From an optimization exercise on the open Yosys and OpenROAD flow, aimed at small area; shortcuts taken in it are not production practice. The RTL was checked by simulation tests, not by an equivalence proof against the original design.

==> 05-18: inputs <==
==> flow/design.v (excerpt) <==
module TopLevel (
    input  logic        clk, rst, interrupt,
    output logic [31:0] imem_addr,
    input  logic [31:0] imem_rdata,
    output logic [31:0] dmem_addr,
    output logic [31:0] dmem_wdata,
    output logic [3:0]  dmem_wmask,
    output logic        dmem_we,
    input  logic [31:0] dmem_rdata);
==> flow/config.mk <==
export PLATFORM = sky130hd
export DESIGN_NAME = TopLevel
export DESIGN_NICKNAME = TopLevel
export VERILOG_FILES = /design/flow/design.v
export SDC_FILE = /design/flow/constraint.sdc
export NUM_CORES = 8
export LEC_CHECK = 0
export CAP_MARGIN = 20
export CORE_MARGIN = 2
export CORE_UTILIZATION = 60
export CTS_BUF_LIST = sky130_fd_sc_hd__clkbuf_4
export CTS_CLUSTER_DIAMETER = 40
export CTS_CLUSTER_SIZE = 8
export SLEW_MARGIN = 20
==> flow/constraint.sdc <==
create_clock -name core_clock -period 20.0 [get_ports {clk}]
set_input_delay 4.0000 -clock core_clock [delete_from_list [all_inputs] [get_ports {clk}]]
set_output_delay 4.0000 -clock core_clock [all_outputs]
set_load 0.01 [all_outputs]
standard.sh (not shown) runs the stock make flow with config.mk's settings and CLKGATE_MAP_FILE= SYNTH_SCRIPT=/design/flow/synth_recipe.tcl, a recipe that flattens the netlist after the stock synthesis.
==> flow/flow/run.sh <==
#!/bin/bash
# The standard layout, with two changes:
#  - after the standard synthesis, its combinational logic is mapped again by
#    ABC for area; flip-flops keep their instances, names and cell types;
#  - every port gets the smallest buffer.
# Each tool's output goes to a log file of its own in this folder.
set -euo pipefail
RES="$PWD/orfs/results/$FLOW_PLATFORM/TopLevel/base"
BP="BUFFER_PORTS_ARGS=-buffer_cell sky130_fd_sc_hd__buf_1"
YOSYS="${FLOW_HOME}/../tools/install/yosys/bin/yosys"
command -v yosys >/dev/null 2>&1 && YOSYS="$(command -v yosys)"
LIB="${FLOW_HOME}/platforms/${FLOW_PLATFORM}/lib/sky130_fd_sc_hd__tt_025C_1v80.lib"

# standard synthesis
bash standard.sh "$BP" "$RES/1_2_yosys.v" > standard_synth.log 2>&1
cp "$RES/1_2_yosys.v" "$RES/1_2_yosys_std.v"

# area remap of the combinational cells
DU=""
for c in $(cat flow/dont_use.txt); do DU="$DU -dont_use $c"; done
cat > remap.ys <<EOT
read_liberty -ignore_miss_func $LIB
delete sky130_fd_sc_hd__*df* sky130_fd_sc_hd__*dl* sky130_fd_sc_hd__conb_*
write_verilog -noattr remap_models.v
design -reset
read_liberty -lib $LIB
read_verilog -sv $RES/1_2_yosys_std.v
hierarchy -top $FLOW_TOP
techmap -map remap_models.v
techmap
rename -hide w:*.*
opt -fast -purge
abc -liberty $LIB $DU -script $PWD/flow/area.abc
opt_clean -purge
hilomap -singleton -hicell sky130_fd_sc_hd__conb_1 HI -locell sky130_fd_sc_hd__conb_1 LO
rename -hide w:*.*
splitnets
opt_clean -purge
insbuf -buf sky130_fd_sc_hd__buf_4 A X
check -assert
stat -liberty $LIB
write_verilog -noattr -nohex -nodec $RES/1_2_yosys.v
EOT
"$YOSYS" -s remap.ys > remap.log 2>&1

# the rest of the standard flow
CTS="CTS_ARGS=-sink_clustering_enable -repair_clock_nets -sink_clustering_size 18 -sink_clustering_max_diameter 40 -buf_list sky130_fd_sc_hd__clkbuf_8 -dont_use_dummy_load"
bash standard.sh "$BP" "$CTS" finish > standard.log 2>&1
==> flow/flow/area.abc <==
strash
dch -f
map -a
topo
Other scripts of this flow, unchanged in this note and not shown: flow/flow/dont_use.txt
==> 01-24 (differences from 05-18) <==
--- a/flow/flow/run.sh
+++ b/flow/flow/run.sh
@@ -46,3 +46,3 @@
 # the rest of the standard flow
-CTS="CTS_ARGS=-sink_clustering_enable -repair_clock_nets -sink_clustering_size 18 -sink_clustering_max_diameter 40 -buf_list sky130_fd_sc_hd__clkbuf_8 -dont_use_dummy_load"
+CTS="CTS_ARGS=-sink_clustering_enable -repair_clock_nets -sink_clustering_size 30 -sink_clustering_max_diameter 60 -buf_list sky130_fd_sc_hd__clkbuf_16 -dont_use_dummy_load"
 bash standard.sh "$BP" "$CTS" finish > standard.log 2>&1
==> flow/flow/area.abc (replaced) <==
strash
dc2
dch -f
amap
strash
dc2
dch -f
amap
topo
--- a/flow/config.mk
+++ b/flow/config.mk
@@ -9,6 +9,4 @@
 export CORE_MARGIN = 2
-export CORE_UTILIZATION = 60
-export CTS_BUF_LIST = sky130_fd_sc_hd__clkbuf_4
-export CTS_CLUSTER_DIAMETER = 40
-export CTS_CLUSTER_SIZE = 8
+export CORE_UTILIZATION = 70
+export PLACE_DENSITY = 0.8
 export SLEW_MARGIN = 20
==> comparison table <==
metric	05-18	01-24
Number of signal-net inverters in the final layout	210	215
Die span in x	235 µm	216 µm
Wire length on met3	5.52 mm	10.0 mm
Die outline area	55400 µm²	46800 µm²
Drt initial violations	2041	3666
Multi-input gate share of the layout cell area	18.8%	17.7%
Worst-skew pair later-pin latency	0.74 ns	0.67 ns
Share of the clock period used by the worst path	87.7%	95.7%
Result of the run	finished clean	finished clean
Number of buffers created by CTS	107	51
Min Hold Slack	0.266 ns	0.244 ns
Minimum setup slack after placement	2.18 ns	0.188 ns
Maximum single-stage delay on the critical path	0.80 ns	0.51 ns
Cell depth of the worst setup path	74	61
Vias in the first global route	19200	21000

==> afterwards: timing with drivers on the ports <==
The results above use ideal ports. As a check the final layouts listed here were re-extracted and re-timed, cells and wires unchanged. Step 1: set_driving_cell puts a clkbuf_16 on clk and a buf_2 on each other input, an assumption about the parent block. Step 2, shift: input delay + t, output delay - t, t = (earliest + latest rising clock arrival at the registers) / 2. This alone moves slack from input paths to output paths. Three values: ideal ports, drivers, drivers and shift; two values: the first two.
run	t, ns	slack for setup (ns)	latest minus earliest clock arrival (ns)	worst register clock-pin slew, ns
05-18	0.741	2.465 / 2.419 / 1.679	0.119 / 0.119	0.10 / 0.10
01-24	0.662	0.861 / 0.859 / 0.197	0.130 / 0.130	0.12 / 0.12
After both steps every run listed still meets setup and hold. The setup slack of 05-18, which loses most, moves by -0.046 ns with the drivers and by -0.786 ns with both steps.
